What follows belongs to an exercise in optimizing a design on an open flow for small area and a short achievable clock period; a production flow would make more cautious choices.
Function was checked by simulation only, so behaviour that the tests miss may differ from the original.
Power is estimated from default activity; no workload was simulated.

==> design/flow/constraint.sdc <==
create_clock -name core_clock -period 36.0 [get_ports {clk}]
set_input_delay 7.2000 -clock core_clock [delete_from_list [all_inputs] [get_ports {clk}]]
set_output_delay 7.2000 -clock core_clock [all_outputs]
set_load 0.01 [all_outputs]
==> design/flow/design.v <==
module pipeline_sum #(DATA_WIDTH = 16) (
    input clk,
    input [DATA_WIDTH-1:0] a, b,
    output [2*DATA_WIDTH-1:0] r
);
logic [DATA_WIDTH-1:0] r_or, r_xor, r_div, r_slb;
assign r_or = a | b;
assign r_xor = a ^ b;
assign r_div = (b == '0) ? '1 : a / b;
assign r_slb = a << b;
logic [DATA_WIDTH-1:0] or_reg, xor_reg, div_reg, slb_reg;
always_ff @(posedge clk) begin
	  or_reg <= r_or;
	  xor_reg <= r_xor;
	  div_reg <= r_div;
	  slb_reg <= r_slb;
end
logic [2*DATA_WIDTH-1:0] partial_sum1, partial_sum2;
always_ff @(posedge clk) begin
	  partial_sum1 <= or_reg + div_reg;
	  partial_sum2 <= xor_reg + slb_reg;
end
logic [2*DATA_WIDTH-1:0] full_sum;
always_ff @(posedge clk) begin
     full_sum <= partial_sum1 + partial_sum2;
end
assign r = full_sum;
endmodule
==> design/flow/run.sh <==
#!/bin/bash
# synth_recipe.tcl (not shown) runs the flow's synth.tcl, then flattens the netlist and writes it again
# the make line also repeats each setting of config.mk as NAME=value (left out here)
make -C /OpenROAD-flow-scripts/flow DESIGN_CONFIG=/design/flow/config.mk WORK_HOME=/design/flow/orfs CLKGATE_MAP_FILE= SYNTH_SCRIPT=/design/flow/synth_recipe.tcl finish
==> design/flow/config.mk <==
export PLATFORM = sky130hd
export DESIGN_NAME = pipeline_sum
export DESIGN_NICKNAME = pipeline_sum
export VERILOG_FILES = /design/flow/design.v
export SDC_FILE = /design/flow/constraint.sdc
export NUM_CORES = 4
export LEC_CHECK = 0
export CAP_MARGIN = 20
export CORE_MARGIN = 2
export CORE_UTILIZATION = 40
export SLEW_MARGIN = 20
==> notes.md <==
==> area by class of cell <==
type / instances / area (sq um)
Clock buffer: 23 / 498
Clock inverter: 9 / 100
Fill cell: 2981 / 16400
Inverter: 102 / 383
Multi-Input combinational cell: 1309 / 9840
Sequential cell: 116 / 2320
Tap cell: 396 / 495
Timing Repair Buffer: 75 / 688
==> how the worst max path moves through the flow <==
stage          slack [ns]    endpoint   from  cells after the start
2_1_floorplan        3.43  div_reg[0]   b[0]                    116
3_3_place_gp         0.06  div_reg[0]  b[15]                    105
3_5_place_dp        -0.58  div_reg[0]  b[15]                    108
4_1_cts              0.22  div_reg[0]  b[15]                    107
5_1_grt             -0.04  div_reg[0]  b[15]                    112
6_report             1.91  div_reg[0]  b[15]                    107
==> cell families after synthesis <==
| family | count (synthesis) | share of synthesized area (%) |
|---|---|---|
| AOI/OAI and AO/OA | 475 | 26.1 |
| xor gates and xnor gates | 94 | 6.54 |
| adders and majority gates | 205 | 20.6 |
| buffers and inverters | 157 | 5.20 |
| DFF | 116 | 18.5 |
| muxes | 47 | 4.57 |
| other | 1 | 0.0298 |
| and+or+nand+nor | 473 | 18.6 |
==> layer usage <==
| layer | part of all wire (%) | vias to the layer above |
|---|---|---|
| li1 | - | 5890 |
| met1 | 46 | 5524 |
| met2 | 44 | 364 |
| met3 | 4.3 | 95 |
| met4 | 4.8 | 0 |
| met5 | 0 | - |
==> power breakdown <==
group          switching, mW  total [mW]  internal (mW)
sequential           0.00520       0.154          0.149
combinational          0.135       0.246          0.111
clock                 0.0555       0.166          0.110
total                  0.196       0.566          0.370
==> through the flow <==
stage | instance area (sq um) | util (%)
global placement | 13500 | 44.0
global route | 14300 | 46.6
finish | 14300 | 46.6
CTS | 14100 | 46.0
floorplan | 12600 | -
detailed placement | 13500 | 44.0
==> Yosys cell counts, drive strengths merged (25+ instances only) <==
library cell	number	area (sq um)
a21o	29	218
a21oi	119	603
clkbuf	35	131
dfxtp	116	2320
ha	202	2530
inv	101	379
nand2	130	490
nand3	30	150
nor2	120	450
nor3	54	285
o211ai	29	218
o21a	41	308
o21ai	79	407
o31ai	25	208
xnor2	63	552
xor2	31	272
==> what timing repair did <==
item	CTS	global route
hold buffers	0	0
pin swaps	0	2
cloned	0	1
resized for setup	1	30
endpoints found under the setup margin	1	2
setup buffers	0	3
==> run_results.csv <==
group,metric,value,unit
outcome,status,"no timing/DRC/antenna violations",
synthesis,yosys.cell_types.count,95,
synthesis,ys_ff_latch,116,
worst_setup_path,reg2reg_from,"or_reg[1]",
worst_setup_path,path_buf_inv,6,
placed_design,gp_congestion,0.937,
synthesis,synth_edf_count,0,
worst_setup_path,crit_slowest_cell,"or4_4",
cells_and_area,nets,1859,
worst_setup_path,required,36.25,ns
worst_setup_path,endpoint_kind,"flip-flop",
synthesis,synth-seq-area-share,18.5,%
placed_design,dp_hpwl,29500,microns
cells_and_area,reg_top3,"full_sum: 18 flops, partial_sum1: 17 flops, partial_sum2: 17 flops",
global_route,first_global_vias,11100,
cells_and_area,largest_reg_flops,18,
worst_hold_path,hold_depth,1,
floorplanning,initial_utilization,40.9,%
cells_and_area,largest_register,"full_sum",
sta,hold_viol,0,
worst_setup_path,crit_top_cell,"ha_1",
worst_setup_path,cp-start-kind,"input pin",
clock_tree,cts_sinks,116,
clock_tree,root_buffer,"clkbuf_16",
sta,setup_violations,0,
sta,holdWs,0.445,ns
clock_tree,numCtsBuffers,17,
floorplanning,top_level_ports,65,
global_route,overflow,0,
sta,fin_tns_setup,0,ns
synthesis,netlist_area,0.0126,sq mm
detailed_routing,wl_per_cell,18.5,microns
global_route,grt.met3_usage,2.82,%
worst_setup_path,crit_family,"compound AO/OA/AOI/OAI gates",
worst_setup_path,crit_path_max_incr_delay,0.73,ns
worst_hold_path,holdPathEnd,"full_sum[0]",
worst_setup_path,rrSetupSlack,33.04,ns
sta,finalClockSkew,0.00722,ns
floorplanning,die_w,181,microns
clock_tree,path_clk_slew,0.05,ns
power,power,566,uW
global_route,grt.busiest_layer,"met2",
worst_hold_path,hold_path.class,"reg2reg",
floorplanning,die_area,0.0329,sq mm
worst_setup_path,critical_path_class,"in2reg",
cells_and_area,area_growth,13.8,%
sta,slew_viol_final,0,
power,p_leak,6.38,nW
power,vdd_drop_max,0.0000198,V
cells_and_area,antennaDiodeCount,0,
synthesis,netlist_instances,1568,
detailed_routing,vias,11900,
worst_setup_path,r2r_cells,9,
clock_tree,cts.path.max_buffers,2,
detailed_routing,drcViolationCount,0,
floorplanning,coreArea,0.0307,sq mm
worst_setup_path,r2r_end,"partial_sum1[15]",
synthesis,synthArstFlopShare,0,%
cells_and_area,mostFrequentLayoutCell,"ha_1",
cells_and_area,drive_above_1_share,9.24,%
cells_and_area,final_cell_mix,"ha_1 (202), nand2_1 (128), nor2_1 (119), dfxtp_1 (116), a21oi_1 (113)",
global_route,grt_pass1_wl,58200,microns
global_route,antenna_found_initial,1,
sta,fmax,29.3,MHz
global_route,grt_util_met2,36.1,%
placed_design,post-place-ws,-0.579,ns
detailed_routing,routed_wl,37600,microns
job,cap_viol_max_count,0,
synthesis,yosys_warnings,1,
clock_tree,worst_skew_pair.late_latency,0.41,ns
sta,worstMarginPinSlew,0.963,ns
clock_tree,h-tree-depth,4,
detailed_routing,routed_via_density,5.85,
cells_and_area,fin_cells,2030,
synthesis,ys.flop_type,"dfxtp_1",
detailed_routing,drtIter0Drc,831,
floorplanning,die_h,181,microns
global_route,use_met1,29.1,%
global_route,grtUsageTotal,22.2,%
detailed_routing,first_pass_iters,5,
synthesis,avgSynthCellArea,8.02,sq um
global_route,grt_max_degree,27,
detailed_routing,ant_nets,0,
placed_design,io_buffer_count,50,
power,power.density,39.5,mW/mm^2
clock_tree,cts_tree,"yes",
floorplanning,num_rows,64,
worst_setup_path,cp_max_fo,20,
sta,slew_headroom,35.2,%
placed_design,dp_cells,1994,
sta,min_period_over_period,94.7,%
sta,period_needed,34.09,ns
worst_setup_path,arrival,34.35,ns
worst_hold_path,hp-start,"partial_sum2[0]",
sta,timing.final.ws_setup,1.91,ns

## re-timing with driven ports
How much do the figures lean on ideal ports? The routed layout below was timed once more, with nothing changed but the port constraints. Step 1 (the two cells are an assumption about what drives the block):
set clk [get_ports {clk}]
set_driving_cell -lib_cell sky130_fd_sc_hd__clkbuf_16 $clk
set_driving_cell -lib_cell sky130_fd_sc_hd__buf_2 [delete_from_list [all_inputs] $clk]
Step 2 also shifts input and output timing later by t, the mid clock arrival at the registers, as if the neighbouring blocks saw the same clock. Three values: ideal, step 1, step 2; two values: the first two.
shift t [ns]: 0.442
setup slack, ns: 1.908 / 1.917 / 1.475
hold WS [ns]: 0.445 / 0.445 / 0.445
worst data-port slew with drivers (ns): 0.07
pins driven straight from the clock port: 1
After both steps this run still meets setup and hold. For this run, drivers alone change the setup slack by +0.009 ns; drivers and shift together by -0.433 ns.
